Context: an optimization exercise on an open-source flow, tuned for small area and a short achievable clock period. The choices shown serve that exercise and are no tape-out recipe. The RTL was checked by simulation tests, not by an equivalence proof against the original design. Power and IR drop assume default switching activity.

$ cat design/flow/standard.sh
#!/bin/bash
# synth_recipe.tcl (not shown) runs the flow's synth.tcl, then flattens the netlist and writes it again
# the make line also repeats each setting of config.mk as NAME=value (left out here)
make -C /OpenROAD-flow-scripts/flow DESIGN_CONFIG=/design/flow/config.mk WORK_HOME=/design/flow/orfs CLKGATE_MAP_FILE= SYNTH_SCRIPT=/design/flow/synth_recipe.tcl "${@:-finish}"
$ cat design/flow/design.v
module DilatedCausal1DConv (
    input clk,
    input reset,
    input wire [127:0] x,
    output wire [127:0] y,
    input h_write,
    input [7:0] h_index_channel,
    input [7:0] h_index_filter,
    input [7:0] h_value
);
    reg [39:0] xd [0:15];      
    reg [23:0] h [0:15];       
    reg [24:0] rv [0:15];   
    wire [24:0] rn [0:15];
    integer i;
    always @(posedge clk or posedge reset) begin
        if (reset) begin
            for (i = 0; i < 16; i = i + 1) xd[i] <= 40'd0;
        end else begin
            for (i = 0; i < 16; i = i + 1) xd[i] <= {xd[i][31:0], x[8*i +: 8]};
        end
    end
    localparam [23:0] HINV = {8'd3, 8'd2, 8'd1};
    wire wr_ok = h_write && (h_index_channel[7:4] == 4'd0);
    always @(posedge clk or posedge reset) begin
        if (reset) begin
            for (i = 0; i < 16; i = i + 1) h[i] <= 24'd0;
        end else begin
            for (i = 0; i < 16; i = i + 1) begin
                if (wr_ok && h_index_channel[3:0] == i && h_index_filter == 8'd0) h[i][7:0]   <= h_value ^ HINV[7:0];
                if (wr_ok && h_index_channel[3:0] == i && h_index_filter == 8'd1) h[i][15:8]  <= h_value ^ HINV[15:8];
                if (wr_ok && h_index_channel[3:0] == i && h_index_filter == 8'd2) h[i][23:16] <= h_value ^ HINV[23:16];
            end
        end
    end
    always @(posedge clk or posedge reset) begin
        if (reset) begin
            for (i = 0; i < 16; i = i + 1) rv[i] <= 25'b0000000000000000000111111;
        end else begin
            for (i = 0; i < 16; i = i + 1) rv[i] <= rn[i];
        end
    end
    genvar c;
    generate
        for (c = 0; c < 16; c = c + 1) begin : ch
            dc_mac u_mac (
                .a0(xd[c][7:0]), .a1(xd[c][23:16]), .a2(xd[c][39:32]),
                .b0(h[c][7:0]), .b1(h[c][15:8]), .b2(h[c][23:16]),
                .r(rn[c])
            );
            dc_out u_out (.r(rv[c]), .y(y[8*c +: 8]));
        end
    endgenerate
endmodule
module dc_mac (
    input  [7:0] a0, a1, a2,
    input  [7:0] b0, b1, b2,
    output [24:0] r
);
    wire p1 = ~(a0[0] & ~b0[0]);
    wire p2 = ~(a0[0] & b0[1]);
    wire p3 = ~(a0[0] & b0[2]);
    wire p4 = ~(a0[0] & b0[3]);
    wire p5 = ~(a0[0] & b0[4]);
    wire p6 = ~(a0[0] & b0[5]);
    wire p7 = ~(a0[0] & b0[6]);
    wire p8 = a0[0] & b0[7];
    wire p9 = ~(a0[1] & ~b0[0]);
    wire p10 = ~(a0[1] & b0[1]);
    wire p11 = ~(a0[1] & b0[2]);
    wire p12 = ~(a0[1] & b0[3]);
    wire p13 = ~(a0[1] & b0[4]);
    wire p14 = ~(a0[1] & b0[5]);
    wire p15 = ~(a0[1] & b0[6]);
    wire p16 = a0[1] & b0[7];
    wire p17 = ~(a0[2] & ~b0[0]);
    wire p18 = ~(a0[2] & b0[1]);
    wire p19 = ~(a0[2] & b0[2]);
    wire p20 = ~(a0[2] & b0[3]);
    wire p21 = ~(a0[2] & b0[4]);
    wire p22 = ~(a0[2] & b0[5]);
    wire p23 = ~(a0[2] & b0[6]);
    wire p24 = a0[2] & b0[7];
    wire p25 = ~(a0[3] & ~b0[0]);
    wire p26 = ~(a0[3] & b0[1]);
    wire p27 = ~(a0[3] & b0[2]);
    wire p28 = ~(a0[3] & b0[3]);
    wire p29 = ~(a0[3] & b0[4]);
    wire p30 = ~(a0[3] & b0[5]);
    wire p31 = ~(a0[3] & b0[6]);
    wire p32 = a0[3] & b0[7];
    wire p33 = ~(a0[4] & ~b0[0]);
    wire p34 = ~(a0[4] & b0[1]);
    wire p35 = ~(a0[4] & b0[2]);
    wire p36 = ~(a0[4] & b0[3]);
    wire p37 = ~(a0[4] & b0[4]);
    wire p38 = ~(a0[4] & b0[5]);
    wire p39 = ~(a0[4] & b0[6]);
    wire p40 = a0[4] & b0[7];
    wire p41 = ~(a0[5] & ~b0[0]);
    wire p42 = ~(a0[5] & b0[1]);
    wire p43 = ~(a0[5] & b0[2]);
    wire p44 = ~(a0[5] & b0[3]);
    wire p45 = ~(a0[5] & b0[4]);
    wire p46 = ~(a0[5] & b0[5]);
    wire p47 = ~(a0[5] & b0[6]);
    wire p48 = a0[5] & b0[7];
    wire p49 = ~(a0[6] & ~b0[0]);
    wire p50 = ~(a0[6] & b0[1]);
    wire p51 = ~(a0[6] & b0[2]);
    wire p52 = ~(a0[6] & b0[3]);
    wire p53 = ~(a0[6] & b0[4]);
    wire p54 = ~(a0[6] & b0[5]);
    wire p55 = ~(a0[6] & b0[6]);
    wire p56 = a0[6] & b0[7];
    wire p57 = a0[7] & ~b0[0];
    wire p58 = a0[7] & b0[1];
    wire p59 = a0[7] & b0[2];
    wire p60 = a0[7] & b0[3];
    wire p61 = a0[7] & b0[4];
    wire p62 = a0[7] & b0[5];
    wire p63 = a0[7] & b0[6];
    wire p64 = ~(a0[7] & b0[7]);
    wire p65 = ~(a1[0] & b1[0]);
    wire p66 = ~(a1[0] & ~b1[1]);
    wire p67 = ~(a1[0] & b1[2]);
    wire p68 = ~(a1[0] & b1[3]);
    wire p69 = ~(a1[0] & b1[4]);
    wire p70 = ~(a1[0] & b1[5]);
    wire p71 = ~(a1[0] & b1[6]);
    wire p72 = a1[0] & b1[7];
    wire p73 = ~(a1[1] & b1[0]);
    wire p74 = ~(a1[1] & ~b1[1]);
    wire p75 = ~(a1[1] & b1[2]);
    wire p76 = ~(a1[1] & b1[3]);
    wire p77 = ~(a1[1] & b1[4]);
    wire p78 = ~(a1[1] & b1[5]);
    wire p79 = ~(a1[1] & b1[6]);
    wire p80 = a1[1] & b1[7];
    wire p81 = ~(a1[2] & b1[0]);
    wire p82 = ~(a1[2] & ~b1[1]);
    wire p83 = ~(a1[2] & b1[2]);
    wire p84 = ~(a1[2] & b1[3]);
    wire p85 = ~(a1[2] & b1[4]);
    wire p86 = ~(a1[2] & b1[5]);
    wire p87 = ~(a1[2] & b1[6]);
    wire p88 = a1[2] & b1[7];
    wire p89 = ~(a1[3] & b1[0]);
    wire p90 = ~(a1[3] & ~b1[1]);
    wire p91 = ~(a1[3] & b1[2]);
    wire p92 = ~(a1[3] & b1[3]);
    wire p93 = ~(a1[3] & b1[4]);
    wire p94 = ~(a1[3] & b1[5]);
    wire p95 = ~(a1[3] & b1[6]);
    wire p96 = a1[3] & b1[7];
    wire p97 = ~(a1[4] & b1[0]);
    wire p98 = ~(a1[4] & ~b1[1]);
    wire p99 = ~(a1[4] & b1[2]);
    wire p100 = ~(a1[4] & b1[3]);
    wire p101 = ~(a1[4] & b1[4]);
    wire p102 = ~(a1[4] & b1[5]);
    wire p103 = ~(a1[4] & b1[6]);
    wire p104 = a1[4] & b1[7];
    wire p105 = ~(a1[5] & b1[0]);
    wire p106 = ~(a1[5] & ~b1[1]);
    wire p107 = ~(a1[5] & b1[2]);
    wire p108 = ~(a1[5] & b1[3]);
    wire p109 = ~(a1[5] & b1[4]);
    wire p110 = ~(a1[5] & b1[5]);
    wire p111 = ~(a1[5] & b1[6]);
    wire p112 = a1[5] & b1[7];
    wire p113 = ~(a1[6] & b1[0]);
    wire p114 = ~(a1[6] & ~b1[1]);
    wire p115 = ~(a1[6] & b1[2]);
    wire p116 = ~(a1[6] & b1[3]);
    wire p117 = ~(a1[6] & b1[4]);
    wire p118 = ~(a1[6] & b1[5]);
    wire p119 = ~(a1[6] & b1[6]);
    wire p120 = a1[6] & b1[7];
    wire p121 = a1[7] & b1[0];
    wire p122 = a1[7] & ~b1[1];
    wire p123 = a1[7] & b1[2];
    wire p124 = a1[7] & b1[3];
    wire p125 = a1[7] & b1[4];
    wire p126 = a1[7] & b1[5];
    wire p127 = a1[7] & b1[6];
    wire p128 = ~(a1[7] & b1[7]);
    wire p129 = ~(a2[0] & ~b2[0]);
    wire p130 = ~(a2[0] & ~b2[1]);
    wire p131 = ~(a2[0] & b2[2]);
    wire p132 = ~(a2[0] & b2[3]);
    wire p133 = ~(a2[0] & b2[4]);
    wire p134 = ~(a2[0] & b2[5]);
    wire p135 = ~(a2[0] & b2[6]);
    wire p136 = a2[0] & b2[7];
    wire p137 = ~(a2[1] & ~b2[0]);
    wire p138 = ~(a2[1] & ~b2[1]);
    wire p139 = ~(a2[1] & b2[2]);
    wire p140 = ~(a2[1] & b2[3]);
    wire p141 = ~(a2[1] & b2[4]);
    wire p142 = ~(a2[1] & b2[5]);
    wire p143 = ~(a2[1] & b2[6]);
    wire p144 = a2[1] & b2[7];
    wire p145 = ~(a2[2] & ~b2[0]);
    wire p146 = ~(a2[2] & ~b2[1]);
    wire p147 = ~(a2[2] & b2[2]);
    wire p148 = ~(a2[2] & b2[3]);
    wire p149 = ~(a2[2] & b2[4]);
    wire p150 = ~(a2[2] & b2[5]);
    wire p151 = ~(a2[2] & b2[6]);
    wire p152 = a2[2] & b2[7];
    wire p153 = ~(a2[3] & ~b2[0]);
    wire p154 = ~(a2[3] & ~b2[1]);
    wire p155 = ~(a2[3] & b2[2]);
    wire p156 = ~(a2[3] & b2[3]);
    wire p157 = ~(a2[3] & b2[4]);
    wire p158 = ~(a2[3] & b2[5]);
    wire p159 = ~(a2[3] & b2[6]);
    wire p160 = a2[3] & b2[7];
    wire p161 = ~(a2[4] & ~b2[0]);
    wire p162 = ~(a2[4] & ~b2[1]);
    wire p163 = ~(a2[4] & b2[2]);
    wire p164 = ~(a2[4] & b2[3]);
    wire p165 = ~(a2[4] & b2[4]);
    wire p166 = ~(a2[4] & b2[5]);
    wire p167 = ~(a2[4] & b2[6]);
    wire p168 = a2[4] & b2[7];
    wire p169 = ~(a2[5] & ~b2[0]);
    wire p170 = ~(a2[5] & ~b2[1]);
    wire p171 = ~(a2[5] & b2[2]);
    wire p172 = ~(a2[5] & b2[3]);
    wire p173 = ~(a2[5] & b2[4]);
    wire p174 = ~(a2[5] & b2[5]);
    wire p175 = ~(a2[5] & b2[6]);
    wire p176 = a2[5] & b2[7];
    wire p177 = ~(a2[6] & ~b2[0]);
    wire p178 = ~(a2[6] & ~b2[1]);
    wire p179 = ~(a2[6] & b2[2]);
    wire p180 = ~(a2[6] & b2[3]);
    wire p181 = ~(a2[6] & b2[4]);
    wire p182 = ~(a2[6] & b2[5]);
    wire p183 = ~(a2[6] & b2[6]);
    wire p184 = a2[6] & b2[7];
    wire p185 = a2[7] & ~b2[0];
    wire p186 = a2[7] & ~b2[1];
    wire p187 = a2[7] & b2[2];
    wire p188 = a2[7] & b2[3];
    wire p189 = a2[7] & b2[4];
    wire p190 = a2[7] & b2[5];
    wire p191 = a2[7] & b2[6];
    wire p192 = ~(a2[7] & b2[7]);
    wire s193, c194;
    dc_fa u194 (.a(p1), .b(p65), .c(p129), .s(s193), .co(c194));
    wire s195, c196;
    dc_fa u196 (.a(p2), .b(p9), .c(p66), .s(s195), .co(c196));
    wire s197, c198;
    dc_fa u198 (.a(p73), .b(p130), .c(p137), .s(s197), .co(c198));
    wire s199, c200;
    dc_fa u200 (.a(c194), .b(s195), .c(s197), .s(s199), .co(c200));
    wire s201, c202;
    dc_fa u202 (.a(p3), .b(p10), .c(p17), .s(s201), .co(c202));
    wire s203, c204;
    dc_fa u204 (.a(p67), .b(p74), .c(p81), .s(s203), .co(c204));
    wire s205, c206;
    dc_fa u206 (.a(p131), .b(p138), .c(p145), .s(s205), .co(c206));
    wire s207, c208;
    dc_fa u208 (.a(c196), .b(c198), .c(s201), .s(s207), .co(c208));
    wire s209, c210;
    dc_fa u210 (.a(s203), .b(s205), .c(c200), .s(s209), .co(c210));
    wire s211, c212;
    dc_fa u212 (.a(s207), .b(s209), .c(1'b1), .s(s211), .co(c212));
    wire s213, c214;
    dc_fa u214 (.a(p4), .b(p11), .c(p18), .s(s213), .co(c214));
    wire s215, c216;
    dc_fa u216 (.a(p25), .b(p68), .c(p75), .s(s215), .co(c216));
    wire s217, c218;
    dc_fa u218 (.a(p82), .b(p89), .c(p132), .s(s217), .co(c218));
    wire s219, c220;
    dc_fa u220 (.a(p139), .b(p146), .c(p153), .s(s219), .co(c220));
    wire s221, c222;
    dc_fa u222 (.a(c202), .b(c204), .c(c206), .s(s221), .co(c222));
    wire s223, c224;
    dc_fa u224 (.a(s213), .b(s215), .c(s217), .s(s223), .co(c224));
    wire s225, c226;
    dc_fa u226 (.a(s219), .b(c208), .c(s221), .s(s225), .co(c226));
    wire s227, c228;
    dc_fa u228 (.a(s223), .b(c210), .c(s225), .s(s227), .co(c228));
    wire s229, c230;
    dc_fa u230 (.a(c212), .b(s227), .c(1'b1), .s(s229), .co(c230));
    wire s231, c232;
    dc_fa u232 (.a(p5), .b(p12), .c(p19), .s(s231), .co(c232));
    wire s233, c234;
    dc_fa u234 (.a(p26), .b(p33), .c(p69), .s(s233), .co(c234));
    wire s235, c236;
    dc_fa u236 (.a(p76), .b(p83), .c(p90), .s(s235), .co(c236));
    wire s237, c238;
    dc_fa u238 (.a(p97), .b(p133), .c(p140), .s(s237), .co(c238));
    wire s239, c240;
    dc_fa u240 (.a(p147), .b(p154), .c(p161), .s(s239), .co(c240));
    wire s241, c242;
    dc_fa u242 (.a(c214), .b(c216), .c(c218), .s(s241), .co(c242));
    wire s243, c244;
    dc_fa u244 (.a(c220), .b(s231), .c(s233), .s(s243), .co(c244));
    wire s245, c246;
    dc_fa u246 (.a(s235), .b(s237), .c(s239), .s(s245), .co(c246));
    wire s247, c248;
    dc_fa u248 (.a(c222), .b(c224), .c(s241), .s(s247), .co(c248));
    wire s249, c250;
    dc_fa u250 (.a(s243), .b(s245), .c(c226), .s(s249), .co(c250));
    wire s251, c252;
    dc_fa u252 (.a(s247), .b(c228), .c(s249), .s(s251), .co(c252));
    wire s253, c254;
    dc_fa u254 (.a(c230), .b(s251), .c(1'b1), .s(s253), .co(c254));
    wire s255, c256;
    dc_fa u256 (.a(p6), .b(p13), .c(p20), .s(s255), .co(c256));
    wire s257, c258;
    dc_fa u258 (.a(p27), .b(p34), .c(p41), .s(s257), .co(c258));
    wire s259, c260;
    dc_fa u260 (.a(p70), .b(p77), .c(p84), .s(s259), .co(c260));
    wire s261, c262;
    dc_fa u262 (.a(p91), .b(p98), .c(p105), .s(s261), .co(c262));
    wire s263, c264;
    dc_fa u264 (.a(p134), .b(p141), .c(p148), .s(s263), .co(c264));
    wire s265, c266;
    dc_fa u266 (.a(p155), .b(p162), .c(p169), .s(s265), .co(c266));
    wire s267, c268;
    dc_fa u268 (.a(c232), .b(c234), .c(c236), .s(s267), .co(c268));
    wire s269, c270;
    dc_fa u270 (.a(c238), .b(c240), .c(s255), .s(s269), .co(c270));
    wire s271, c272;
    dc_fa u272 (.a(s257), .b(s259), .c(s261), .s(s271), .co(c272));
    wire s273, c274;
    dc_fa u274 (.a(s263), .b(s265), .c(c242), .s(s273), .co(c274));
    wire s275, c276;
    dc_fa u276 (.a(c244), .b(c246), .c(s267), .s(s275), .co(c276));
    wire s277, c278;
    dc_fa u278 (.a(s269), .b(s271), .c(c248), .s(s277), .co(c278));
    wire s279, c280;
    dc_fa u280 (.a(s273), .b(s275), .c(c250), .s(s279), .co(c280));
    wire s281, c282;
    dc_fa u282 (.a(s277), .b(c252), .c(s279), .s(s281), .co(c282));
    wire s283, c284;
    dc_fa u284 (.a(c254), .b(s281), .c(1'b1), .s(s283), .co(c284));
    wire s285, c286;
    dc_fa u286 (.a(p7), .b(p14), .c(p21), .s(s285), .co(c286));
    wire s287, c288;
    dc_fa u288 (.a(p28), .b(p35), .c(p42), .s(s287), .co(c288));
    wire s289, c290;
    dc_fa u290 (.a(p49), .b(p71), .c(p78), .s(s289), .co(c290));
    wire s291, c292;
    dc_fa u292 (.a(p85), .b(p92), .c(p99), .s(s291), .co(c292));
    wire s293, c294;
    dc_fa u294 (.a(p106), .b(p113), .c(p135), .s(s293), .co(c294));
    wire s295, c296;
    dc_fa u296 (.a(p142), .b(p149), .c(p156), .s(s295), .co(c296));
    wire s297, c298;
    dc_fa u298 (.a(p163), .b(p170), .c(p177), .s(s297), .co(c298));
    wire s299, c300;
    dc_fa u300 (.a(c256), .b(c258), .c(c260), .s(s299), .co(c300));
    wire s301, c302;
    dc_fa u302 (.a(c262), .b(c264), .c(c266), .s(s301), .co(c302));
    wire s303, c304;
    dc_fa u304 (.a(s285), .b(s287), .c(s289), .s(s303), .co(c304));
    wire s305, c306;
    dc_fa u306 (.a(s291), .b(s293), .c(s295), .s(s305), .co(c306));
    wire s307, c308;
    dc_fa u308 (.a(s297), .b(c268), .c(c270), .s(s307), .co(c308));
    wire s309, c310;
    dc_fa u310 (.a(c272), .b(s299), .c(s301), .s(s309), .co(c310));
    wire s311, c312;
    dc_fa u312 (.a(s303), .b(s305), .c(c274), .s(s311), .co(c312));
    wire s313, c314;
    dc_fa u314 (.a(c276), .b(s307), .c(s309), .s(s313), .co(c314));
    wire s315, c316;
    dc_fa u316 (.a(c278), .b(s311), .c(s313), .s(s315), .co(c316));
    wire s317, c318;
    dc_fa u318 (.a(c280), .b(s315), .c(c282), .s(s317), .co(c318));
    wire s319, c320;
    dc_fa u320 (.a(p8), .b(p15), .c(p22), .s(s319), .co(c320));
    wire s321, c322;
    dc_fa u322 (.a(p29), .b(p36), .c(p43), .s(s321), .co(c322));
    wire s323, c324;
    dc_fa u324 (.a(p50), .b(p57), .c(p72), .s(s323), .co(c324));
    wire s325, c326;
    dc_fa u326 (.a(p79), .b(p86), .c(p93), .s(s325), .co(c326));
    wire s327, c328;
    dc_fa u328 (.a(p100), .b(p107), .c(p114), .s(s327), .co(c328));
    wire s329, c330;
    dc_fa u330 (.a(p121), .b(p136), .c(p143), .s(s329), .co(c330));
    wire s331, c332;
    dc_fa u332 (.a(p150), .b(p157), .c(p164), .s(s331), .co(c332));
    wire s333, c334;
    dc_fa u334 (.a(p171), .b(p178), .c(p185), .s(s333), .co(c334));
    wire s335, c336;
    dc_fa u336 (.a(c286), .b(c288), .c(c290), .s(s335), .co(c336));
    wire s337, c338;
    dc_fa u338 (.a(c292), .b(c294), .c(c296), .s(s337), .co(c338));
    wire s339, c340;
    dc_fa u340 (.a(c298), .b(s319), .c(s321), .s(s339), .co(c340));
    wire s341, c342;
    dc_fa u342 (.a(s323), .b(s325), .c(s327), .s(s341), .co(c342));
    wire s343, c344;
    dc_fa u344 (.a(s329), .b(s331), .c(s333), .s(s343), .co(c344));
    wire s345, c346;
    dc_fa u346 (.a(c300), .b(c302), .c(c304), .s(s345), .co(c346));
    wire s347, c348;
    dc_fa u348 (.a(c306), .b(s335), .c(s337), .s(s347), .co(c348));
    wire s349, c350;
    dc_fa u350 (.a(s339), .b(s341), .c(s343), .s(s349), .co(c350));
    wire s351, c352;
    dc_fa u352 (.a(c308), .b(c310), .c(s345), .s(s351), .co(c352));
    wire s353, c354;
    dc_fa u354 (.a(s347), .b(s349), .c(c312), .s(s353), .co(c354));
    wire s355, c356;
    dc_fa u356 (.a(c314), .b(s351), .c(s353), .s(s355), .co(c356));
    wire s357, c358;
    dc_fa u358 (.a(c316), .b(s355), .c(1'b1), .s(s357), .co(c358));
    wire s359, c360;
    dc_ha u360 (.a(p16), .b(p23), .s(s359), .co(c360));
    wire s361, c362;
    dc_fa u362 (.a(p30), .b(p37), .c(p44), .s(s361), .co(c362));
    wire s363, c364;
    dc_fa u364 (.a(p51), .b(p58), .c(p80), .s(s363), .co(c364));
    wire s365, c366;
    dc_fa u366 (.a(p87), .b(p94), .c(p101), .s(s365), .co(c366));
    wire s367, c368;
    dc_fa u368 (.a(p108), .b(p115), .c(p122), .s(s367), .co(c368));
    wire s369, c370;
    dc_fa u370 (.a(p144), .b(p151), .c(p158), .s(s369), .co(c370));
    wire s371, c372;
    dc_fa u372 (.a(p165), .b(p172), .c(p179), .s(s371), .co(c372));
    wire s373, c374;
    dc_fa u374 (.a(p186), .b(c320), .c(c322), .s(s373), .co(c374));
    wire s375, c376;
    dc_fa u376 (.a(c324), .b(c326), .c(c328), .s(s375), .co(c376));
    wire s377, c378;
    dc_fa u378 (.a(c330), .b(c332), .c(c334), .s(s377), .co(c378));
    wire s379, c380;
    dc_fa u380 (.a(s359), .b(s361), .c(s363), .s(s379), .co(c380));
    wire s381, c382;
    dc_fa u382 (.a(s365), .b(s367), .c(s369), .s(s381), .co(c382));
    wire s383, c384;
    dc_fa u384 (.a(s371), .b(c336), .c(c338), .s(s383), .co(c384));
    wire s385, c386;
    dc_fa u386 (.a(c340), .b(c342), .c(c344), .s(s385), .co(c386));
    wire s387, c388;
    dc_fa u388 (.a(s373), .b(s375), .c(s377), .s(s387), .co(c388));
    wire s389, c390;
    dc_fa u390 (.a(s379), .b(s381), .c(c346), .s(s389), .co(c390));
    wire s391, c392;
    dc_fa u392 (.a(c348), .b(s383), .c(c350), .s(s391), .co(c392));
    wire s393, c394;
    dc_fa u394 (.a(s385), .b(s387), .c(c352), .s(s393), .co(c394));
    wire s395, c396;
    dc_fa u396 (.a(s389), .b(s391), .c(c354), .s(s395), .co(c396));
    wire s397, c398;
    dc_fa u398 (.a(s393), .b(c356), .c(s395), .s(s397), .co(c398));
    wire s399, c400;
    dc_ha u400 (.a(p24), .b(p31), .s(s399), .co(c400));
    wire s401, c402;
    dc_fa u402 (.a(p38), .b(p45), .c(p52), .s(s401), .co(c402));
    wire s403, c404;
    dc_fa u404 (.a(p59), .b(p88), .c(p95), .s(s403), .co(c404));
    wire s405, c406;
    dc_fa u406 (.a(p102), .b(p109), .c(p116), .s(s405), .co(c406));
    wire s407, c408;
    dc_fa u408 (.a(p123), .b(p152), .c(p159), .s(s407), .co(c408));
    wire s409, c410;
    dc_fa u410 (.a(p166), .b(p173), .c(p180), .s(s409), .co(c410));
    wire s411, c412;
    dc_fa u412 (.a(p187), .b(c360), .c(c362), .s(s411), .co(c412));
    wire s413, c414;
    dc_fa u414 (.a(c364), .b(c366), .c(c368), .s(s413), .co(c414));
    wire s415, c416;
    dc_fa u416 (.a(c370), .b(c372), .c(s399), .s(s415), .co(c416));
    wire s417, c418;
    dc_fa u418 (.a(s401), .b(s403), .c(s405), .s(s417), .co(c418));
    wire s419, c420;
    dc_fa u420 (.a(s407), .b(s409), .c(c374), .s(s419), .co(c420));
    wire s421, c422;
    dc_fa u422 (.a(c376), .b(c378), .c(c380), .s(s421), .co(c422));
    wire s423, c424;
    dc_fa u424 (.a(c382), .b(s411), .c(s413), .s(s423), .co(c424));
    wire s425, c426;
    dc_fa u426 (.a(s415), .b(s417), .c(c384), .s(s425), .co(c426));
    wire s427, c428;
    dc_fa u428 (.a(c386), .b(c388), .c(s419), .s(s427), .co(c428));
    wire s429, c430;
    dc_fa u430 (.a(s421), .b(s423), .c(c390), .s(s429), .co(c430));
    wire s431, c432;
    dc_fa u432 (.a(s425), .b(c392), .c(s427), .s(s431), .co(c432));
    wire s433, c434;
    dc_fa u434 (.a(c394), .b(s429), .c(s431), .s(s433), .co(c434));
    wire s435, c436;
    dc_fa u436 (.a(c396), .b(s433), .c(1'b1), .s(s435), .co(c436));
    wire s437, c438;
    dc_fa u438 (.a(p32), .b(p39), .c(p46), .s(s437), .co(c438));
    wire s439, c440;
    dc_fa u440 (.a(p53), .b(p60), .c(p96), .s(s439), .co(c440));
    wire s441, c442;
    dc_fa u442 (.a(p103), .b(p110), .c(p117), .s(s441), .co(c442));
    wire s443, c444;
    dc_fa u444 (.a(p124), .b(p160), .c(p167), .s(s443), .co(c444));
    wire s445, c446;
    dc_fa u446 (.a(p174), .b(p181), .c(p188), .s(s445), .co(c446));
    wire s447, c448;
    dc_fa u448 (.a(c400), .b(c402), .c(c404), .s(s447), .co(c448));
    wire s449, c450;
    dc_fa u450 (.a(c406), .b(c408), .c(c410), .s(s449), .co(c450));
    wire s451, c452;
    dc_fa u452 (.a(s437), .b(s439), .c(s441), .s(s451), .co(c452));
    wire s453, c454;
    dc_fa u454 (.a(s443), .b(s445), .c(c412), .s(s453), .co(c454));
    wire s455, c456;
    dc_fa u456 (.a(c414), .b(c416), .c(c418), .s(s455), .co(c456));
    wire s457, c458;
    dc_fa u458 (.a(s447), .b(s449), .c(s451), .s(s457), .co(c458));
    wire s459, c460;
    dc_fa u460 (.a(c420), .b(c422), .c(c424), .s(s459), .co(c460));
    wire s461, c462;
    dc_fa u462 (.a(s453), .b(s455), .c(s457), .s(s461), .co(c462));
    wire s463, c464;
    dc_fa u464 (.a(c426), .b(c428), .c(s459), .s(s463), .co(c464));
    wire s465, c466;
    dc_fa u466 (.a(s461), .b(c430), .c(c432), .s(s465), .co(c466));
    wire s467, c468;
    dc_fa u468 (.a(s463), .b(c434), .c(s465), .s(s467), .co(c468));
    wire s469, c470;
    dc_fa u470 (.a(p40), .b(p47), .c(p54), .s(s469), .co(c470));
    wire s471, c472;
    dc_fa u472 (.a(p61), .b(p104), .c(p111), .s(s471), .co(c472));
    wire s473, c474;
    dc_fa u474 (.a(p118), .b(p125), .c(p168), .s(s473), .co(c474));
    wire s475, c476;
    dc_fa u476 (.a(p175), .b(p182), .c(p189), .s(s475), .co(c476));
    wire s477, c478;
    dc_fa u478 (.a(c438), .b(c440), .c(c442), .s(s477), .co(c478));
    wire s479, c480;
    dc_fa u480 (.a(c444), .b(c446), .c(s469), .s(s479), .co(c480));
    wire s481, c482;
    dc_fa u482 (.a(s471), .b(s473), .c(s475), .s(s481), .co(c482));
    wire s483, c484;
    dc_fa u484 (.a(c448), .b(c450), .c(c452), .s(s483), .co(c484));
    wire s485, c486;
    dc_fa u486 (.a(s477), .b(s479), .c(s481), .s(s485), .co(c486));
    wire s487, c488;
    dc_fa u488 (.a(c454), .b(c456), .c(c458), .s(s487), .co(c488));
    wire s489, c490;
    dc_fa u490 (.a(s483), .b(s485), .c(c460), .s(s489), .co(c490));
    wire s491, c492;
    dc_fa u492 (.a(c462), .b(s487), .c(c464), .s(s491), .co(c492));
    wire s493, c494;
    dc_fa u494 (.a(s489), .b(c466), .c(s491), .s(s493), .co(c494));
    wire s495, c496;
    dc_fa u496 (.a(p48), .b(p55), .c(p62), .s(s495), .co(c496));
    wire s497, c498;
    dc_fa u498 (.a(p112), .b(p119), .c(p126), .s(s497), .co(c498));
    wire s499, c500;
    dc_fa u500 (.a(p176), .b(p183), .c(p190), .s(s499), .co(c500));
    wire s501, c502;
    dc_fa u502 (.a(c470), .b(c472), .c(c474), .s(s501), .co(c502));
    wire s503, c504;
    dc_fa u504 (.a(c476), .b(s495), .c(s497), .s(s503), .co(c504));
    wire s505, c506;
    dc_fa u506 (.a(s499), .b(c478), .c(c480), .s(s505), .co(c506));
    wire s507, c508;
    dc_fa u508 (.a(c482), .b(s501), .c(s503), .s(s507), .co(c508));
    wire s509, c510;
    dc_fa u510 (.a(c484), .b(c486), .c(s505), .s(s509), .co(c510));
    wire s511, c512;
    dc_fa u512 (.a(s507), .b(c488), .c(s509), .s(s511), .co(c512));
    wire s513, c514;
    dc_fa u514 (.a(c490), .b(s511), .c(c492), .s(s513), .co(c514));
    wire s515, c516;
    dc_fa u516 (.a(p56), .b(p63), .c(p120), .s(s515), .co(c516));
    wire s517, c518;
    dc_fa u518 (.a(p127), .b(p184), .c(p191), .s(s517), .co(c518));
    wire s519, c520;
    dc_fa u520 (.a(c496), .b(c498), .c(c500), .s(s519), .co(c520));
    wire s521, c522;
    dc_fa u522 (.a(s515), .b(s517), .c(c502), .s(s521), .co(c522));
    wire s523, c524;
    dc_fa u524 (.a(c504), .b(s519), .c(c506), .s(s523), .co(c524));
    wire s525, c526;
    dc_fa u526 (.a(s521), .b(c508), .c(c510), .s(s525), .co(c526));
    wire s527, c528;
    dc_fa u528 (.a(s523), .b(c512), .c(s525), .s(s527), .co(c528));
    wire s529, c530;
    dc_fa u530 (.a(p64), .b(p128), .c(p192), .s(s529), .co(c530));
    wire s531, c532;
    dc_fa u532 (.a(c516), .b(c518), .c(s529), .s(s531), .co(c532));
    wire s533, c534;
    dc_fa u534 (.a(c520), .b(s531), .c(c522), .s(s533), .co(c534));
    wire s535, c536;
    dc_fa u536 (.a(c524), .b(s533), .c(c526), .s(s535), .co(c536));
    wire s537 = ~c530;
    wire s538 = ~(s537 ^ c532);
    wire s539 = ~(s538 ^ c534);
    wire s540 = ~(s539 ^ c536);
    wire pp541, nt542;
    dc_ha u542 (.a(c284), .b(s317), .s(pp541), .co(nt542));
    wire pp543, nt544;
    dc_ha u544 (.a(c318), .b(s357), .s(pp543), .co(nt544));
    wire pp545, nt546;
    dc_ha u546 (.a(c358), .b(s397), .s(pp545), .co(nt546));
    wire pp547, nt548;
    dc_ha u548 (.a(c398), .b(s435), .s(pp547), .co(nt548));
    wire pp549, nt550;
    dc_ha u550 (.a(c436), .b(s467), .s(pp549), .co(nt550));
    wire pp551, nt552;
    dc_ha u552 (.a(c468), .b(s493), .s(pp551), .co(nt552));
    wire pp553, nt554;
    dc_ha u554 (.a(c494), .b(s513), .s(pp553), .co(nt554));
    wire pp555, nt556;
    dc_ha u556 (.a(c514), .b(s527), .s(pp555), .co(nt556));
    wire pp557, nt558;
    dc_ha u558 (.a(c528), .b(s535), .s(pp557), .co(nt558));
    assign r = {s540, nt558, ~pp557, nt556, ~pp555, nt554, ~pp553, nt552, ~pp551, nt550, ~pp549, nt548, ~pp547, nt546, ~pp545, nt544, ~pp543, nt542, pp541, s283, s253, s229, s211, s199, s193};
endmodule
module dc_out (
    input  [24:0] r,
    output [7:0] y
);
    wire [15:0] g = {1'b0, (~r[23] & ~~r[22]), (~r[21] & ~~r[20]), (~r[19] & ~~r[18]), (~r[17] & ~~r[16]), (~r[15] & ~~r[14]), (~r[13] & ~~r[12]), (~r[11] & ~~r[10]), (~r[9] & ~~r[8]), (~r[7] & ~r[6]), 1'b0, 1'b0, 1'b0, 1'b0, 1'b0, 1'b0};
    wire [15:0] p = {~r[24], ~r[22], ~r[20], ~r[18], ~r[16], ~r[14], ~r[12], ~r[10], ~r[8], r[6], ~r[5], ~r[4], ~r[3], ~r[2], ~r[1], ~r[0]};
    wire [15:0] t = {~r[24], ~r[23], ~r[21], ~r[19], ~r[17], ~r[15], ~r[13], ~r[11], ~r[9], ~r[7], ~r[5], ~r[4], ~r[3], ~r[2], ~r[1], ~r[0]};
    wire [7:0] cy;
    wire c15, ir;
    assign cy[0] = 1'b0;
    assign cy[1] = (g[0]);
    assign cy[2] = (g[1]) | (g[0] & p[1]);
    assign cy[3] = (g[2]) | (g[1] & p[2]) | (g[0] & p[1] & p[2]);
    assign cy[4] = (g[3]) | (g[2] & p[3]) | (g[1] & p[2] & p[3]) | (g[0] & p[1] & p[2] & p[3]);
    assign cy[5] = (g[4]) | (g[3] & p[4]) | (g[2] & p[3] & p[4]) | (g[1] & p[2] & p[3] & p[4]) | (g[0] & p[1] & p[2] & p[3] & p[4]);
    assign cy[6] = (g[5]) | (g[4] & p[5]) | (g[3] & p[4] & p[5]) | (g[2] & p[3] & p[4] & p[5]) | (g[1] & p[2] & p[3] & p[4] & p[5]) | (g[0] & p[1] & p[2] & p[3] & p[4] & p[5]);
    assign cy[7] = (g[6]) | (g[5] & p[6]) | (g[4] & p[5] & p[6]) | (g[3] & p[4] & p[5] & p[6]) | (g[2] & p[3] & p[4] & p[5] & p[6]) | (g[1] & p[2] & p[3] & p[4] & p[5] & p[6]) | (g[0] & p[1] & p[2] & p[3] & p[4] & p[5] & p[6]);
    wire gh = (g[14]) | (g[13] & p[14]) | (g[12] & p[13] & p[14]) | (g[11] & p[12] & p[13] & p[14]) | (g[10] & p[11] & p[12] & p[13] & p[14]) | (g[9] & p[10] & p[11] & p[12] & p[13] & p[14]) | (g[8] & p[9] & p[10] & p[11] & p[12] & p[13] & p[14]) | (g[7] & p[8] & p[9] & p[10] & p[11] & p[12] & p[13] & p[14]);
    wire ph = &p[14:7];
    assign c15 = gh | (ph & cy[7]);
    wire c7 = cy[7];
    wire e0 = (p[7] ~^ 1'b0) & (p[8] ~^ t[7]) & (p[9] ~^ t[8]) & (p[10] ~^ t[9]) & (p[11] ~^ t[10]) & (p[12] ~^ t[11]) & (p[13] ~^ t[12]) & (p[14] ~^ t[13]) & (p[15] ~^ t[14]);
    wire e1 = &p[15:7];
    wire e2 = (p[7] ~^ 1'b0) & (p[8] ^ t[7]) & (p[9] ^ g[8]) & (p[10] ^ g[9]) & (p[11] ^ g[10]) & (p[12] ^ g[11]) & (p[13] ^ g[12]) & (p[14] ^ g[13]) & (p[15] ^ g[14]);
    assign ir = c7 ? (e1 | e2) : (e0 | e1);
    wire [7:0] s8 = p[7:0] ^ cy[7:0];
    wire sg = p[15] ^ c15;
    assign y = ir ? s8 : {sg, {7{~sg}}};
endmodule
module dc_fa (input a, input b, input c, output s, output co);
    assign s = a ^ b ^ c;
    assign co = (a & b) | (a & c) | (b & c);
endmodule
module dc_ha (input a, input b, output s, output co);
    assign s = a ^ b;
    assign co = a & b;
endmodule
$ cat design/flow/flow/run.sh
#!/bin/bash
set -euo pipefail
export BUFFER_PORTS_ARGS="-buffer_cell sky130_fd_sc_hd__buf_4"
bash standard.sh finish > standard.log 2>&1
$ cat design/flow/constraint.sdc
create_clock -name core_clock -period 7.0 [get_ports {clk}]
set_input_delay 1.4000 -clock core_clock [delete_from_list [all_inputs] [get_ports {clk}]]
set_output_delay 1.4000 -clock core_clock [all_outputs]
set_load 0.01 [all_outputs]
$ cat design/flow/config.mk
export PLATFORM = sky130hd
export DESIGN_NAME = DilatedCausal1DConv
export DESIGN_NICKNAME = DilatedCausal1DConv
export VERILOG_FILES = /design/flow/design.v
export SDC_FILE = /design/flow/constraint.sdc
export NUM_CORES = 4
export LEC_CHECK = 0
export CAP_MARGIN = 20
export CORE_MARGIN = 2
export CORE_UTILIZATION = 55
export PLACE_DENSITY = 0.65
export SETUP_SLACK_MARGIN = 2.2
export SLEW_MARGIN = 20
export SYNTH_HIERARCHICAL = 1
export TNS_END_PERCENT = 0
==> results of run 1 <==
-- modules after synthesis, one instance, submodules excluded --
module               cells  area [µm²]
dc_fa                    1       20.02
dc_ha                    1       12.51
DilatedCausal1DConv   2039       41210
dc_mac                 232        1139
dc_out                  67       464.2
-- flip-flops by register name, summed over array words and instances, names as in the netlist --
name	count
xd	640
rv	400
h	384
-- layout make-up --
cell class | instances | area (µm²) | area share, %
clock buffer | 217 | 4626 | 3.489
multi-input combinational | 7601 | 83790 | 63.20
clock inverter | 84 | 1257 | 0.9484
inverter | 247 | 930.9 | 0.7021
tap | 2975 | 3722 | 2.807
antenna | 18 | 45.04 | 0.03397
timing repair buffer | 313 | 2462 | 1.857
sequential | 1424 | 35750 | 26.97
-- cells in the mapped netlist, drive strengths merged (19+ instances only) --
| cell | count | area, µm² |
|---|---|---|
| o21ai | 196 | 980.9 |
| nand2 | 2062 | 7815 |
| nor4 | 19 | 155.2 |
| nor3 | 55 | 296.5 |
| fa | 2720 | 54450 |
| nand2b | 467 | 2922 |
| nor2 | 151 | 566.8 |
| and3 | 20 | 131.4 |
| ha | 256 | 3203 |
| mux2 | 320 | 3630 |
| nand3 | 41 | 317.8 |
| buf | 481 | 3183 |
| and2b | 19 | 142.6 |
| clkbuf | 46 | 173.9 |
| nor2b | 100 | 625.6 |
| dfstp | 96 | 2522 |
| nand4 | 35 | 219.0 |
| mux2i | 22 | 220.2 |
| and2 | 612 | 3829 |
| inv | 247 | 927.1 |
| o21a | 32 | 260.3 |
| dfrtp | 1328 | 33230 |
| xor2 | 128 | 1121 |
| xnor2 | 64 | 560.5 |
-- path summary, 6_finish.rpt --
kind	start	endpoint	depth (start not counted)
max in group asynchronous	reset	h[15][8]	4
min in group asynchronous	reset	xd[2][0]	2
worst max register to register	xd[0][0]	rv[0][12]	10
worst min register to register	xd[3][15]	xd[3][23]	0
worst min-delay path	xd[3][15]	xd[3][23]	0
worst max-delay path	rv[11][24]	y[90]	7
-- timing repair --
item                                    CTS  global route
endpoints found under the setup margin    0            15
resized for setup                         0             2
buffers inserted                          0             0
-- stage by stage --
stage               hold WS [ns]  cell area, µm²
floorplan                 0.3312          123800
global placement          0.3311          126700
detailed placement        0.3347          126700
CTS                       0.3337          132500
global route              0.3380          132600
finish                    0.3271          132600
-- cell families after synthesis --
| logic type | count (synthesis) | share of synthesized area, % |
|---|---|---|
| buffers and inverters | 774 | 3.469 |
| muxes | 342 | 3.117 |
| adders and majority gates | 2976 | 46.68 |
| DFF | 1424 | 28.95 |
| AOI/OAI and AO/OA | 356 | 2.237 |
| other | 16 | 0.04863 |
| and+or+nand+nor | 3639 | 14.13 |
| xor gates and xnor gates | 192 | 1.362 |
-- worst max-delay path, cell delays in order, from the launching register on --
cell	delay, ns
dfrtp_1	0.45
xor2_1	0.27
nand3_1	0.11
o21a_2	0.16
o41ai_4	0.40
nor2_1	0.19
o21ai_0	0.70
buf_4	0.25
-- per-layer routing --
layer	vias to the layer above	share of wire [%]	global-route usage (%)
li1	30100	-	-
met1	39840	41	40.15
met2	2643	48	45.62
met3	723	6.3	4.842
met4	22	4.8	12.32
met5	-	0.049	0
-- power by group through the flow --
| stage | clock network, mW | logic (mW) | registers (mW) |
|---|---|---|---|
| 2_1_floorplan | 0 | 4.08 | 9.63 |
| 3_3_place_gp | 0 | 5.46 | 9.91 |
| 3_5_place_dp | 0 | 5.58 | 9.91 |
| 4_1_cts | 9.50 | 5.62 | 9.78 |
| 5_1_grt | 9.85 | 6.20 | 9.87 |
| 6_report | 9.26 | 5.51 | 9.80 |
==> flow_summary_export.csv, run 1 <==
group,metric,value,unit
sta,finalCritPeriodShare,67.98,%
logic_synthesis,yosysUniqueCellTypes,60,
logic_synthesis,postSynthAreaPerCell,12.71,µm²
sta,tightest_slew,1.209,ns
grt,grt.total_usage,28.91,%
logic_synthesis,synth-seq-cells,1424,
power,clkPwrFrac,37.7,%
power,max-vdd-ir-drop,0.0003308,V
logic_synthesis,syn-cell-area,123500,µm²
layout,layout_common_cells,"fa_1 (2720), nand2_1 (2032), dfrtp_1 (1328), and2_1 (611), nand2b_1 (467)",
logic_synthesis,synth_top_flop_cell,"dfrtp_1",
power,power_frac_comb,22.4,%
power,p_sw_share,31.36,%
cts,clock_latency,0.86,ns
flow_run,maxCapViolCount,0,
critical_path,r2r_slack,2.35,ns
layout,fill_cells,17840,
grt,grt_max_degree,160,
critical_path,start_kind,"register",
detailed_routing,wl_per_cell,24.30,µm
floorplan,core,222700,µm²
cts,h-tree-depth,4,
cts,cts_sinks,1424,
sta,slew_viol_final,0,
layout,fin_cells,12880,
power,power.density,185.3,nW/µm²
layout,layout_commonest_cell,"fa_1",
floorplan,dieArea,228400,µm²
power,seq_power_share,39.9,%
sta,fmax,0.2101,GHz
floorplan,num_io_pins,283,
power,power_switching,7.704,mW
cts,clockBufferDepth,3,
logic_synthesis,ys_warn_count,13,
place,hpwl,246200,µm
critical_path,criticalPathCategory,"register to output pin",
cts,cts.clk_slew.worst_paths,0.06,ns
grt,grt_pass1_wl,500100,µm
detailed_routing,drtAntennaViolNets,0,
critical_path,worstPathRequired,5.60,ns
place,dp_slack,2.299,ns
floorplan,die-height,477.9,µm
sta,hold_viol_final,0,
grt,antenna_found_initial,36,
power,cellLeakagePower,47.49,nW
logic_synthesis,synth_edf_count,0,
layout,drive_above_1_share,11.34,%
sta,relSlewSlack,19.21,%
detailed_routing,avgViaCountPerCell,5.693,
power,power.total,24.57,mW
critical_path,crit_fanout,7,
critical_path,end_kind,"output pin",
power,internal_power,16.86,mW
sta,setup_viol,0,
grt,grt_pass1_vias,84030,
worst_hold_path,hold_path_class,"register to register",
detailed_routing,drt-pass1-iter-count,6,
layout,utilization,59.53,%
logic_synthesis,syn_inst,9719,
detailed_routing,detail_route.iter0.violations,5880,
sta,tns,0,ns
cts,hold_buffers,0,
sta,fin_ws,2.241,ns
floorplan,die_x,477.9,µm
grt,grt_overflow,0,
detailed_routing,vias,73330,
cts,tritoncts,"built",
layout,nNetsFinal,12880,
layout,synthToLayoutAreaGrowth,7.356,%
floorplan,fp-row-count,173,
sta,rsz0062_at_grt,"yes",
cts,numCtsBuffers,165,
logic_synthesis,async_flop_share,100.0,%
sta,fin_crit,4.759,ns
place,dp_cells,12560,
sta,clock_skew,0.03677,ns
place,gp_congestion,0.9624,
critical_path,crit_arrival,3.36,ns
floorplan,initial_utilization,55.45,%
detailed_routing,drc,0,
detailed_routing,finalWirelength,312900,µm
run_status,status,"finished clean",
logic_synthesis,yosysSeqAreaShare,28.95,%
cts,root_buffer,"clkbuf_16",
place,io_buffers,282,
==> run 2: changes to the inputs <==
==> design/flow/flow/run.sh (replaced) <==
#!/bin/bash
set -euo pipefail
export BUFFER_PORTS_ARGS="-buffer_cell sky130_fd_sc_hd__buf_2"
bash standard.sh finish > standard.log 2>&1
--- a/design/flow/config.mk
+++ b/design/flow/config.mk
@@ -8,7 +8,7 @@
 export CAP_MARGIN = 20
 export CORE_MARGIN = 2
-export CORE_UTILIZATION = 55
-export PLACE_DENSITY = 0.65
-export SETUP_SLACK_MARGIN = 2.2
+export CORE_UTILIZATION = 62
+export PLACE_DENSITY = 0.72
+export SETUP_SLACK_MARGIN = 2.5
 export SLEW_MARGIN = 20
 export SYNTH_HIERARCHICAL = 1
==> run 2 against run 1 <==
Via count grew 1.4%. Clock-buffer cell count decreased by 11. Final cell count is 2.2% lower. Area after synthesis unchanged. Synthesized cell count stayed put. Sequential power is essentially flat. Critical path type is now register to register.
==> flow_summary_export.csv, run 2 <==
group,metric,value,unit
run_status,status,"finished clean",
layout,layout_common_cells,"fa_1 (2714), nand2_1 (2030), dfrtp_1 (912), and2_1 (611), nand2b_1 (467)",
floorplan,dieArea,202800,µm²
place,gp_congestion,0.9655,
logic_synthesis,synth_top_area_share,44.09,%
power,power_switching,7.629,mW
detailed_routing,wl_per_cell,24.98,µm
sta,fin_ws,2.460,ns
grt,antenna_found_initial,41,
sta,tightest_slew,1.130,ns
floorplan,core,197600,µm²
logic_synthesis,synth_edf_count,0,
worst_hold_path,holdPathStages,0,
logic_synthesis,synth_common_cells,"fa_1 (2720), nand2_1 (2032), dfrtp_1 (1328), and2_1 (609), nand2b_1 (467)",
worst_hold_path,holdPathEnd,"xd[4][32]",
logic_synthesis,synth.most_common_cell,"fa_1",
sta,relSlewSlack,24.51,%
layout,fill_cells,14310,
sta,hold_viol_final,0,
floorplan,die-height,450.3,µm
critical_path,critical_path.slowest_cell,"dfrtp_1",
sta,finalCritPeriodShare,64.85,%
sta,holdWs,0.3232,ns
cts,tritoncts,"built",
critical_path,cp_num_buf_inv,1,
cts,numCtsBuffers,159,
critical_path,timing.rr.start,"xd[6][22]",
worst_hold_path,hp-start,"xd[4][24]",
detailed_routing,drc,0,
layout,regMostFlops,"xd",
sta,slew_viol_final,0,
critical_path,reg2regPathDepth,10,
sta,fmax,0.2203,GHz
critical_path,crit_arrival,5.25,ns
sta,setup_viol,0,
detailed_routing,avgViaCountPerCell,5.899,
layout,layout_commonest_cell,"fa_1",
logic_synthesis,synth_compound_area_share,2.237,%
layout,utilization,66.97,%
logic_synthesis,yosysUniqueCellTypes,60,
detailed_routing,vias,74340,
detailed_routing,drt-pass1-iter-count,8,
logic_synthesis,syn_inst,9719,
logic_synthesis,postSynthAreaPerCell,12.71,µm²
power,seq_power_share,40.8,%
critical_path,reg2reg_to,"rv[6][12]",
grt,grt_overflow,0,
power,power.total,24.06,mW
floorplan,die_x,450.3,µm
power,max-vdd-ir-drop,0.0002801,V
critical_path,worstPathRequired,7.71,ns
sta,fin_crit,4.540,ns
logic_synthesis,yosysSeqAreaShare,28.95,%
power,clkPwrFrac,37.1,%
critical_path,cpPeakStageDelay,0.60,ns
power,power.density,181.8,nW/µm²
cts,root_buffer,"clkbuf_16",
place,dp_slack,2.325,ns
sta,clock_skew,0.03959,ns
logic_synthesis,syn-cell-area,123500,µm²
logic_synthesis,synth_area_leaders,"fa_1 (44%), dfrtp_1 (27%), nand2_1 (6.2%)",
layout,drive_above_1_share,16.41,%
layout,largestRegisters,"xd x640, rv x400, h x384",
logic_synthesis,synth_top_family_by_area,"adder cells",
worst_hold_path,hold_path_class,"register to register",
critical_path,critical_path.most_common_cell,"fa_1",
power,internal_power,16.43,mW
power,cellLeakagePower,46.92,nW
layout,nNetsFinal,12930,
cts,cts.clk_slew.worst_paths,0.06,ns
power,p_sw_share,31.71,%
logic_synthesis,synth_top_flop_cell,"dfrtp_1",
floorplan,initial_utilization,62.50,%
place,hpwl,245600,µm
flow_run,maxCapViolCount,0,
sta,tns,0,ns
floorplan,fp-row-count,163,
cts,clock_latency,0.84,ns
critical_path,criticalPathCategory,"register to register",
critical_path,r2r_slack,2.46,ns
layout,largest_reg_flops,640,
grt,grt_pass1_wl,502400,µm
critical_path,critPathTopFamily,"adder cells",
logic_synthesis,synthSimpleGateAreaFrac,14.13,%
cts,clockBufferDepth,3,
logic_synthesis,synthAdderAreaFrac,46.68,%
critical_path,cp_cell_sequence,"nand2_1, fa_1, fa_1, fa_1, fa_1, fa_1, fa_1, fa_1, ha_1, inv_1",
logic_synthesis,synth_mux_area_share,3.117,%
layout,synthToLayoutAreaGrowth,7.157,%
grt,grt_max_degree,139,
cts,hold_buffers,0,
critical_path,start_kind,"register",
logic_synthesis,async_flop_share,100.0,%
sta,rsz0062_at_grt,"yes",
detailed_routing,drtAntennaViolNets,0,
place,io_buffers,282,
critical_path,crit_fanout,9,
detailed_routing,finalWirelength,314800,µm
cts,h-tree-depth,4,
cts,cts_sinks,1424,
logic_synthesis,ys_warn_count,13,
logic_synthesis,synth-seq-cells,1424,
critical_path,end_kind,"register",
detailed_routing,detail_route.iter0.violations,6061,
grt,grt.total_usage,32.85,%
logic_synthesis,yosysTopAreaCell,"fa_1",
power,power_frac_comb,22.1,%
grt,grt_pass1_vias,85520,
logic_synthesis,synth_xor_area_share,1.362,%
floorplan,num_io_pins,283,
run 2: cell counts after synthesis:
Identical to the previous run, type by type.
run 2: power groups by stage:
stage | Combinational [mW] | Sequential [mW] | Clock, mW
4_1_cts | 5.26 | 9.78 | 9.12
3_3_place_gp | 5.08 | 9.91 | 0
3_5_place_dp | 5.21 | 9.91 | 0
2_1_floorplan | 4.08 | 9.63 | 0
6_report | 5.31 | 9.81 | 8.94
5_1_grt | 5.97 | 9.89 | 9.47
run 2: modules after synthesis, one instance, submodules excluded:
module	cells inside	flip-flops and latches	area [µm²]	copies in the design
dc_ha	1	0	12.51	176
dc_mac	232	0	1139	16
dc_fa	1	0	20.02	2720
dc_out	67	0	464.2	16
DilatedCausal1DConv	2039	1424	41210	1
run 2: what timing repair did:
action	4_1_cts	5_1_grt
cloned	0	0
endpoints found under the setup margin	93	259
setup buffers	0	47
gates resized for setup	38	452
pin swaps	0	4
run 2: cell families (layout without fill, tap and decap cells):
kind of cell / after synthesis / count (layout)
AOI/OAI and AO/OA: 356 / 356
xor gates and xnor gates: 192 / 192
adders and majority gates: 2976 / 2976
buffers and inverters: 774 / 909
DFF: 1424 / 1424
muxes: 342 / 342
other: 16 / 123
and+or+nand+nor: 3639 / 3639
run 2: worst max-delay path by stage:
stage,start,endpoint,slack (ns),cells after the start
3_3_place_gp,xd[10][1],rv[10][12],2.35,10
4_1_cts,rv[6][16],y[49],2.38,10
6_report,xd[6][22],rv[6][12],2.46,10
5_1_grt,rv[12][16],y[101],2.36,10
2_1_floorplan,reset,h[0][0],-14.03,1
3_5_place_dp,xd[5][18],rv[5][12],2.33,10
run 2: cell type report:
class / instances / area [µm²] / area share [%]
multi-input cells: 7601 / 83980 / 63.45
flip-flops and latches: 1424 / 36270 / 27.41
clock buffers: 206 / 4417 / 3.337
well taps: 2640 / 3303 / 2.496
repair buffers: 368 / 2175 / 1.643
clock inverters: 88 / 1199 / 0.9057
inverters: 247 / 930.9 / 0.7034
diodes: 27 / 67.56 / 0.05105
run 2: stage by stage:
step           instances  cell area (µm²)
2_1_floorplan       9799           123800
4_1_cts            12530           131200
3_3_place_gp       12230           125600
6_report           12600           132300
3_5_place_dp       12230           125600
5_1_grt            12600           132300
run 2: per-layer routing:
metal	up-vias	wire, µm	GRT usage (%)
met5	-	64	0
met4	10	17940	17.10
met2	3267	154700	52.34
met3	814	23060	6.136
li1	30210	-	-
met1	40040	119000	43.62
==> run 3: changes to the inputs <==
--- a/design/flow/design.v
+++ b/design/flow/design.v
@@ -598,23 +598,32 @@
     wire s539 = ~(s538 ^ c534);
     wire s540 = ~(s539 ^ c536);
-    wire pp541, nt542;
-    dc_ha u542 (.a(c284), .b(s317), .s(pp541), .co(nt542));
-    wire pp543, nt544;
-    dc_ha u544 (.a(c318), .b(s357), .s(pp543), .co(nt544));
-    wire pp545, nt546;
-    dc_ha u546 (.a(c358), .b(s397), .s(pp545), .co(nt546));
-    wire pp547, nt548;
-    dc_ha u548 (.a(c398), .b(s435), .s(pp547), .co(nt548));
-    wire pp549, nt550;
-    dc_ha u550 (.a(c436), .b(s467), .s(pp549), .co(nt550));
-    wire pp551, nt552;
-    dc_ha u552 (.a(c468), .b(s493), .s(pp551), .co(nt552));
-    wire pp553, nt554;
-    dc_ha u554 (.a(c494), .b(s513), .s(pp553), .co(nt554));
-    wire pp555, nt556;
-    dc_ha u556 (.a(c514), .b(s527), .s(pp555), .co(nt556));
-    wire pp557, nt558;
-    dc_ha u558 (.a(c528), .b(s535), .s(pp557), .co(nt558));
-    assign r = {s540, nt558, ~pp557, nt556, ~pp555, nt554, ~pp553, nt552, ~pp551, nt550, ~pp549, nt548, ~pp547, nt546, ~pp545, nt544, ~pp543, nt542, pp541, s283, s253, s229, s211, s199, s193};
+    wire pp541, gg542;
+    dc_xor u542 (.a(c284), .b(s317), .y(pp541));
+    dc_nor u543 (.a(c284), .b(s317), .y(gg542));
+    wire pp544, gg545;
+    dc_xor u545 (.a(c318), .b(s357), .y(pp544));
+    dc_nor u546 (.a(c318), .b(s357), .y(gg545));
+    wire pp547, gg548;
+    dc_xor u548 (.a(c358), .b(s397), .y(pp547));
+    dc_nor u549 (.a(c358), .b(s397), .y(gg548));
+    wire pp550, gg551;
+    dc_xor u551 (.a(c398), .b(s435), .y(pp550));
+    dc_nor u552 (.a(c398), .b(s435), .y(gg551));
+    wire pp553, gg554;
+    dc_xor u554 (.a(c436), .b(s467), .y(pp553));
+    dc_nor u555 (.a(c436), .b(s467), .y(gg554));
+    wire pp556, gg557;
+    dc_xor u557 (.a(c468), .b(s493), .y(pp556));
+    dc_nor u558 (.a(c468), .b(s493), .y(gg557));
+    wire pp559, gg560;
+    dc_xor u560 (.a(c494), .b(s513), .y(pp559));
+    dc_nor u561 (.a(c494), .b(s513), .y(gg560));
+    wire pp562, gg563;
+    dc_xor u563 (.a(c514), .b(s527), .y(pp562));
+    dc_nor u564 (.a(c514), .b(s527), .y(gg563));
+    wire pp565, gg566;
+    dc_xor u566 (.a(c528), .b(s535), .y(pp565));
+    dc_nor u567 (.a(c528), .b(s535), .y(gg566));
+    assign r = {~s540, gg566, pp565, gg563, pp562, gg560, pp559, gg557, pp556, gg554, pp553, gg551, pp550, gg548, pp547, gg545, pp544, gg542, pp541, s283, s253, s229, s211, s199, s193};
 endmodule
 module dc_out (
@@ -622,7 +631,7 @@
     output [7:0] y
 );
-    wire [15:0] g = {1'b0, (~r[23] & ~~r[22]), (~r[21] & ~~r[20]), (~r[19] & ~~r[18]), (~r[17] & ~~r[16]), (~r[15] & ~~r[14]), (~r[13] & ~~r[12]), (~r[11] & ~~r[10]), (~r[9] & ~~r[8]), (~r[7] & ~r[6]), 1'b0, 1'b0, 1'b0, 1'b0, 1'b0, 1'b0};
-    wire [15:0] p = {~r[24], ~r[22], ~r[20], ~r[18], ~r[16], ~r[14], ~r[12], ~r[10], ~r[8], r[6], ~r[5], ~r[4], ~r[3], ~r[2], ~r[1], ~r[0]};
-    wire [15:0] t = {~r[24], ~r[23], ~r[21], ~r[19], ~r[17], ~r[15], ~r[13], ~r[11], ~r[9], ~r[7], ~r[5], ~r[4], ~r[3], ~r[2], ~r[1], ~r[0]};
+    wire [15:0] g = {1'b0, r[23], r[21], r[19], r[17], r[15], r[13], r[11], r[9], r[7], 1'b0, 1'b0, 1'b0, 1'b0, 1'b0, 1'b0};
+    wire [15:0] p = {r[24], r[22], r[20], r[18], r[16], r[14], r[12], r[10], r[8], r[6], ~r[5], ~r[4], ~r[3], ~r[2], ~r[1], ~r[0]};
+    wire [15:0] t = {r[24], (r[22] | r[23]), (r[20] | r[21]), (r[18] | r[19]), (r[16] | r[17]), (r[14] | r[15]), (r[12] | r[13]), (r[10] | r[11]), (r[8] | r[9]), (r[6] | r[7]), ~r[5], ~r[4], ~r[3], ~r[2], ~r[1], ~r[0]};
     wire [7:0] cy;
     wire c15, ir;
@@ -655,2 +664,8 @@
     assign co = a & b;
 endmodule
+module dc_xor (input a, input b, output y);
+    assign y = a ^ b;
+endmodule
+module dc_nor (input a, input b, output y);
+    assign y = ~(a | b);
+endmodule
==> design/flow/flow/run.sh (replaced) <==
#!/bin/bash
set -euo pipefail
export BUFFER_PORTS_ARGS="-buffer_cell sky130_fd_sc_hd__buf_4"
bash standard.sh finish > standard.log 2>&1
--- a/design/flow/config.mk
+++ b/design/flow/config.mk
@@ -8,6 +8,6 @@
 export CAP_MARGIN = 20
 export CORE_MARGIN = 2
-export CORE_UTILIZATION = 62
-export PLACE_DENSITY = 0.72
+export CORE_UTILIZATION = 55
+export PLACE_DENSITY = 0.65
 export SETUP_SLACK_MARGIN = 2.5
 export SLEW_MARGIN = 20
==> run 3 against run 2 <==
Cell area increased by 0.10%. First-iteration DRC count decreased by 2.0%. Critical path depth fell by 1. Core utilization is 7.9 points lower. Total power rose by 0.60%. Critical path type unchanged. Largest cell class unchanged. Largest power group unchanged. Highest routed layer unchanged.
==> flow_summary_export.csv, run 3 <==
group,metric,value,unit
run_status,status,"finished clean",
logic_synthesis,ys_warn_count,13,
detailed_routing,detail_route.iter0.violations,5941,
logic_synthesis,yosysUniqueCellTypes,56,
cts,cts.clk_slew.worst_paths,0.06,ns
power,cellLeakagePower,45.97,nW
critical_path,crit_fanout,9,
power,seq_power_share,41.2,%
place,gp_congestion,0.9587,
floorplan,core,224200,µm²
sta,holdWs,0.3329,ns
critical_path,end_kind,"register",
sta,fin_crit,4.565,ns
logic_synthesis,syn_inst,9671,
sta,hold_viol_final,0,
power,p_sw_share,30.51,%
logic_synthesis,synth_top_area_share,44.02,%
layout,layout_common_cells,"fa_1 (2720), nand2_1 (2032), dfrtp_1 (1320), and2_1 (609), nand2b_1 (451)",
sta,setup_viol,0,
layout,fin_cells,12770,
critical_path,cp_cell_sequence,"and2_1, fa_1, fa_1, fa_1, fa_1, fa_1, fa_1, fa_1, xor2_1",
layout,largestRegisters,"xd x640, rv x400, h x384",
sta,tightest_slew,1.155,ns
detailed_routing,drc,0,
logic_synthesis,synth_top_flop_cell,"dfrtp_1",
detailed_routing,avgViaCountPerCell,5.759,
sta,fin_ws,2.435,ns
logic_synthesis,synth_common_cells,"fa_1 (2720), nand2_1 (2032), dfrtp_1 (1328), and2_1 (609), nand2b_1 (451)",
cts,cts_sinks,1424,
logic_synthesis,synth_compound_area_share,2.169,%
cts,numCtsBuffers,162,
logic_synthesis,yosysTopAreaCell,"fa_1",
grt,grt_pass1_vias,84260,
sta,finalCritPeriodShare,65.22,%
sta,relSlewSlack,22.97,%
layout,drive_above_1_share,12.25,%
logic_synthesis,synth_area_leaders,"fa_1 (44%), dfrtp_1 (27%), nand2_1 (6.2%)",
power,power.density,182.7,nW/µm²
grt,grt.total_usage,28.91,%
critical_path,reg2reg_to,"rv[8][12]",
layout,regMostFlops,"xd",
critical_path,r2r_slack,2.43,ns
logic_synthesis,synth_xor_area_share,1.699,%
critical_path,cp-endpoint,"rv[8][12]",
sta,clock_skew,0.02807,ns
floorplan,die-height,478.2,µm
cts,clock_latency,0.82,ns
critical_path,criticalPathCategory,"register to register",
place,dp_slack,2.437,ns
critical_path,worstPathRequired,7.69,ns
detailed_routing,vias,73540,
critical_path,startpoint,"xd[8][0]",
cts,root_buffer,"clkbuf_16",
logic_synthesis,async_flop_share,100.0,%
logic_synthesis,synth-seq-cells,1424,
place,dp_cells,12430,
logic_synthesis,synth_mux_area_share,4.213,%
detailed_routing,finalWirelength,312900,µm
cts,h-tree-depth,4,
grt,grt_overflow,0,
grt,antenna_found_initial,25,
cts,clockBufferDepth,3,
worst_hold_path,hold_path_class,"register to register",
layout,layout_commonest_cell,"fa_1",
critical_path,critical_path.most_common_cell,"fa_1",
critical_path,critical_path.slowest_cell,"fa_1",
critical_path,reg2regPathDepth,9,
floorplan,dieArea,228700,µm²
critical_path,crit_arrival,5.26,ns
sta,slew_viol_final,0,
flow_run,maxCapViolCount,0,
place,placed_cell_area,126200,µm²
place,io_buffers,282,
critical_path,timing.rr.start,"xd[8][0]",
logic_synthesis,synthAdderAreaFrac,45.32,%
logic_synthesis,yosysSeqAreaShare,28.91,%
logic_synthesis,synthSimpleGateAreaFrac,14.23,%
logic_synthesis,synth_top_family_by_area,"adder cells",
layout,largest_reg_flops,640,
sta,tns,0,ns
logic_synthesis,syn-cell-area,123700,µm²
power,power_switching,7.383,mW
cts,tritoncts,"built",
floorplan,die_x,478.2,µm
power,max-vdd-ir-drop,0.0003120,V
cts,hold_buffers,0,
floorplan,num_io_pins,283,
layout,fin_area,132500,µm²
layout,utilization,59.08,%
critical_path,start_kind,"register",
power,clkPwrFrac,38.0,%
place,hpwl,245400,µm
floorplan,initial_utilization,55.16,%
detailed_routing,drtAntennaViolNets,0,
logic_synthesis,synth.most_common_cell,"fa_1",
grt,grt_max_degree,152,
floorplan,fp-row-count,174,
sta,rsz0062_at_grt,"yes",
power,power.total,24.20,mW
grt,grt_pass1_wl,500700,µm
logic_synthesis,postSynthAreaPerCell,12.79,µm²
power,internal_power,16.82,mW
layout,nNetsFinal,12620,
critical_path,cpPeakStageDelay,0.56,ns
logic_synthesis,synth_edf_count,0,
detailed_routing,wl_per_cell,24.50,µm
power,power_frac_comb,20.8,%
layout,synthToLayoutAreaGrowth,7.109,%
sta,fmax,0.2190,GHz
detailed_routing,drt-pass1-iter-count,6,
-- run 3: changes by cell type in the layout (fill, tap and decap cells not counted), sizes merged, moves of 32 or more --
| cell | previous run | this run |
|---|---|---|
| ha | 256 | 128 |
| nor4b | 2 | 50 |
| buf | 367 | 328 |
| a211oi | 0 | 32 |
| xor2 | 128 | 192 |
| inv | 262 | 53 |
| o21a | 32 | 64 |
| mux2i | 22 | 134 |
| nor2 | 151 | 231 |
| nand3 | 41 | 9 |
| o21ai | 196 | 164 |
-- run 3: worst min path at each step --
stage                          start  cells after the start  slack, ns          to
final                      xd[4][10]                      0       0.33   xd[4][18]
after global routing       xd[6][25]                      0       0.33   xd[6][33]
after CTS                 xd[10][14]                      0       0.33  xd[10][22]
after detailed placement   xd[0][26]                      0       0.33   xd[0][34]
after global placement      xd[2][9]                      0       0.33   xd[2][17]
after floorplan             xd[0][8]                      0       0.33   xd[0][16]
-- run 3: routing by layer --
metal  vias up  routed length, µm  GRT usage, %
met5         -                 90             0
met4        14              15290         12.93
met3       761              21680         5.207
met2      2943             152000         45.76
met1     39830             123800         39.53
li1      29990                  -             -
-- run 3: power by group through the flow --
stage                     Combinational (mW)  Clock (mW)  Sequential [mW]
after CTS                               4.97        9.42             9.93
after global placement                  4.78           0             10.0
after global routing                    5.59        9.75             10.1
final                                   5.03        9.20             9.97
after detailed placement                4.90           0             10.1
after floorplan                         4.09           0             9.73
-- run 3: per-module statistics from Yosys, one instance, submodules excluded --
module / cells inside / copies in the design / cell area, µm²
dc_ha: 1 / 32 / 12.51
dc_xor: 1 / 144 / 8.758
dc_mac: 231 / 16 / 1161
DilatedCausal1DConv: 2039 / 1 / 41210
dc_nor: 1 / 144 / 3.754
dc_out: 56 / 16 / 452.9
dc_fa: 1 / 2720 / 20.02
-- run 3: cells by family after synthesis --
| logic type | count (synthesis) |
|---|---|
| DFF | 1424 |
| xor gates and xnor gates | 240 |
| adders and majority gates | 2848 |
| other | 16 |
| and+or+nand+nor | 3655 |
| AOI/OAI and AO/OA | 356 |
| muxes | 470 |
| buffers and inverters | 662 |
-- run 3: what timing repair did --
| action | 4_1_cts | 5_1_grt |
|---|---|---|
| setup endpoints to repair | 74 | 197 |
| setup buffers | 2 | 12 |
| pin swaps | 3 | 7 |
| resized for setup | 13 | 39 |
-- run 3: layout make-up --
type	instances	area (µm²)
Tap cell	2992	3744
Multi-Input combinational cell	7665	84290
Sequential cell	1424	35760
Clock buffer	212	4578
Inverter	39	150.1
Clock inverter	91	1234
Timing Repair Buffer	328	2675
Antenna cell	18	45.04
Fill cell	17890	91760
-- run 3: critical path, delay by kind of cell, from the launching register on --
| kind | cells | cell delay (ns) |
|---|---|---|
| xor gates and xnor gates | 1 | 0.18 |
| DFF | 1 | 0.53 |
| and+or+nand+nor | 1 | 0.26 |
| adders and majority gates | 7 | 3.47 |

port drivers added, routing unchanged:
How much do the figures lean on ideal ports? The routed layouts below were timed once more, with nothing changed but the port constraints.
Step 1: set_driving_cell puts a clkbuf_16 on clk and a buf_2 on each other input, an assumption about the parent block.
Step 2 moves the port delays by t, midway between the first and last clock arrival at a register: inputs arrive t later, outputs are due t later. That takes back most of the time a late clock gives input paths.
Slacks: ideal ports / drivers / drivers and shift; pairs: ideal ports / drivers.
run | shift t [ns] | setup WS [ns] | clock arrival spread, ns
run 1 | 0.938 | 2.241 / 2.140 / 2.345 | 0.040 / 0.040
run 2 | 0.911 | 2.460 / 2.400 / 2.460 | 0.043 / 0.043
run 3 | 0.901 | 2.435 / 2.345 / 2.435 | 0.033 / 0.034
After both steps every run listed still meets setup and hold.
